Background: an optimization exercise with open tools, aiming at small area. Do not read the settings as production practice.
Where RTL was checked, it was by simulation tests only, not by an equivalence proof against the original.

== red ==
## CORDIC_tanInv_sqrt
module CORDIC_tanInv_sqrt(
    output [15:0] X0,
    output [15:0] Y0,
    output [15:0] Z0,
    input  [15:0] Xin,
    input  [15:0] Yin,
    input  [15:0] Zin,
    input  clk
);
Size in the first run: ~830 flip-flops, ~97 I/O pins, ~33000 µm² of cells after synthesis.
export LEC_CHECK = 0
export CAP_MARGIN = 20
export CORE_MARGIN = 2
export CORE_UTILIZATION = 45
export CTS_BUF_LIST = sky130_fd_sc_hd__clkbuf_16
export CTS_CLUSTER_DIAMETER = 60
export CTS_CLUSTER_SIZE = 30
export SLEW_MARGIN = 20
create_clock -name core_clock -period 7.0 [get_ports {clk}]
run.sh (not shown) runs the stock make flow with config.mk's settings and CLKGATE_MAP_FILE= SYNTH_SCRIPT=/design/flow/synth_recipe.tcl, a recipe that flattens the netlist after the stock synthesis.
red: PASS, flow complete, no timing, DRC or antenna violations
The following lists how blue was set up differently from red:
Settings: removing CTS_CLUSTER_DIAMETER (formerly 60); removing CTS_BUF_LIST (formerly sky130_fd_sc_hd__clkbuf_16); removing CTS_CLUSTER_SIZE (formerly 30).
==> run notes <==
Sequential share of layout area: blue vs red down 0.86 points. Going from red to blue, the final design area excluding fillers was found to have gone up by 720 µm². Wire length of the first global-routing pass in blue is 1100 µm higher than in red. Period utilization was higher in red than in blue.
Function was not checked in any run of this note: the RTL went through the layout flow alone.

========
## run A
Another version of the RTL of CORDIC_tanInv_sqrt (not shown whole).
For scale: about 1,900 cells after synthesis.
==> flow/design.v (excerpt) <==
module CORDIC_tanInv_sqrt(
    output [15:0] X0,
    output [15:0] Y0,
    output [15:0] Z0,
    input  [15:0] Xin,
    input  [15:0] Yin,
    input  [15:0] Zin,
    input  clk
);
==> flow/config.mk <==
export PLATFORM = sky130hd
export DESIGN_NAME = CORDIC_tanInv_sqrt
export DESIGN_NICKNAME = CORDIC_tanInv_sqrt
export VERILOG_FILES = /design/flow/design.v
export SDC_FILE = /design/flow/constraint.sdc
export NUM_CORES = 4
export LEC_CHECK = 0
export CAP_MARGIN = 20
export CORE_MARGIN = 2
export CORE_UTILIZATION = 80
export SLEW_MARGIN = 20
export SYNTH_HIERARCHICAL = 1
==> flow/constraint.sdc <==
create_clock -name core_clock -period 7.0 [get_ports {clk}]
set_input_delay 1.4000 -clock core_clock [delete_from_list [all_inputs] [get_ports {clk}]]
set_output_delay 1.4000 -clock core_clock [all_outputs]
set_load 0.01 [all_outputs]
standard.sh (not shown) runs the stock make flow with config.mk's settings and CLKGATE_MAP_FILE= SYNTH_SCRIPT=/design/flow/synth_recipe.tcl, a recipe that flattens the netlist after the stock synthesis.
==> flow/flow/run.sh <==
#!/bin/bash
# Own flow: the standard layout with the smallest buffer as the port buffer and
# a clock tree without dummy loads.
set -euo pipefail
bash standard.sh BUFFER_PORTS_ARGS="-buffer_cell sky130_fd_sc_hd__buf_1" \
  CTS_ARGS="-sink_clustering_enable -repair_clock_nets -buf_list sky130_fd_sc_hd__clkbuf_4 -sink_clustering_size 10 -sink_clustering_max_diameter 40 -dont_use_dummy_load" finish > standard_flow.log 2>&1
[inputs] run B vs run A
==> flow/flow/run.sh <==
#!/bin/bash
# Own flow: the standard layout with the smallest buffer as the port buffer and
# a clock tree without dummy loads.
set -euo pipefail
bash standard.sh BUFFER_PORTS_ARGS="-buffer_cell sky130_fd_sc_hd__buf_1" \
  CTS_ARGS="-sink_clustering_enable -repair_clock_nets -buf_list sky130_fd_sc_hd__clkbuf_4 -sink_clustering_size 12 -sink_clustering_max_diameter 40 -dont_use_dummy_load" finish > standard_flow.log 2>&1
diff --git a/flow/config.mk b/flow/config.mk
--- a/flow/config.mk
+++ b/flow/config.mk
@@ -10 +10,4 @@
-export CORE_UTILIZATION = 80
+export CORE_UTILIZATION = 45
+export CTS_BUF_LIST = sky130_fd_sc_hd__clkbuf_4
+export CTS_CLUSTER_DIAMETER = 40
+export CTS_CLUSTER_SIZE = 10
Notes after the runs:
- Looking at worst setup path endpoint, the y11_15 result is from run B; the y8_15 one comes from run A.
- Of run A and run B, the higher final cycle utilization of the critical path belongs to run A.
- Run B vs run A: hold slack up
- Summary of run B over run A: register fraction of the total cell area went down by 0.95 points, gate count after technology mapping barely changed, worst setup slack rose 0.045 ns.
- Run B vs run A on initial standard-cell utilization of the core: run B is the lower one.
- Summary of run B over run A: final critical path time including I/O delays and setup lower, global-route wire length before repair decreased by about 4% relative to the old numbers.
Inputs modified between run B and run C:
==> flow/flow/run.sh <==
#!/bin/bash
# Own flow: the standard layout with the smallest buffer as the port buffer and
# a clock tree without dummy loads.
set -euo pipefail
bash standard.sh BUFFER_PORTS_ARGS="-buffer_cell sky130_fd_sc_hd__buf_1" \
  CTS_ARGS="-sink_clustering_enable -repair_clock_nets -buf_list sky130_fd_sc_hd__clkbuf_4 -sink_clustering_size 10 -sink_clustering_max_diameter 40 -dont_use_dummy_load" finish > standard_flow.log 2>&1
diff --git a/flow/config.mk b/flow/config.mk
--- a/flow/config.mk
+++ b/flow/config.mk
@@ -10,4 +10 @@
-export CORE_UTILIZATION = 45
-export CTS_BUF_LIST = sky130_fd_sc_hd__clkbuf_4
-export CTS_CLUSTER_DIAMETER = 40
-export CTS_CLUSTER_SIZE = 10
+export CORE_UTILIZATION = 70
Findings:
Sort run C and run B by all-layer global routing usage, ascending, and run B comes first.
Run B fits on a die that is larger than the die of run C.
Diff run B -> run C: non-clock buffer count in the final layout now sits at about the same level.

-- separate check: timing with driven ports --
The flow's constraints put no driver on any port. The routed layouts listed below were extracted and timed again, unchanged, in two steps. Step 1, drivers: a clkbuf_16 drives clk and a buf_2 each remaining input, both assumed. Step 2 moves the port delays by t, midway between the first and last clock arrival at a register: inputs arrive t later, outputs are due t later. That takes back most of the time a late clock gives input paths. Three values: ideal ports, drivers, drivers and shift; two values: the first two.
run | t, ns | setup slack, ns | worst data-port slew with drivers (ns)
red | 0.678 | 0.297 / 0.297 / 0.297 | 0.04
blue | 0.673 | 0.311 / 0.311 / 0.311 | 0.04
run A | 0.837 | 0.175 / 0.175 / 0.175 | 0.04
run B | 0.885 | 0.220 / 0.220 / 0.220 | 0.03
run C | 0.838 | 0.246 / 0.246 / 0.246 | 0.04
After both steps setup and hold are still met in every run listed.
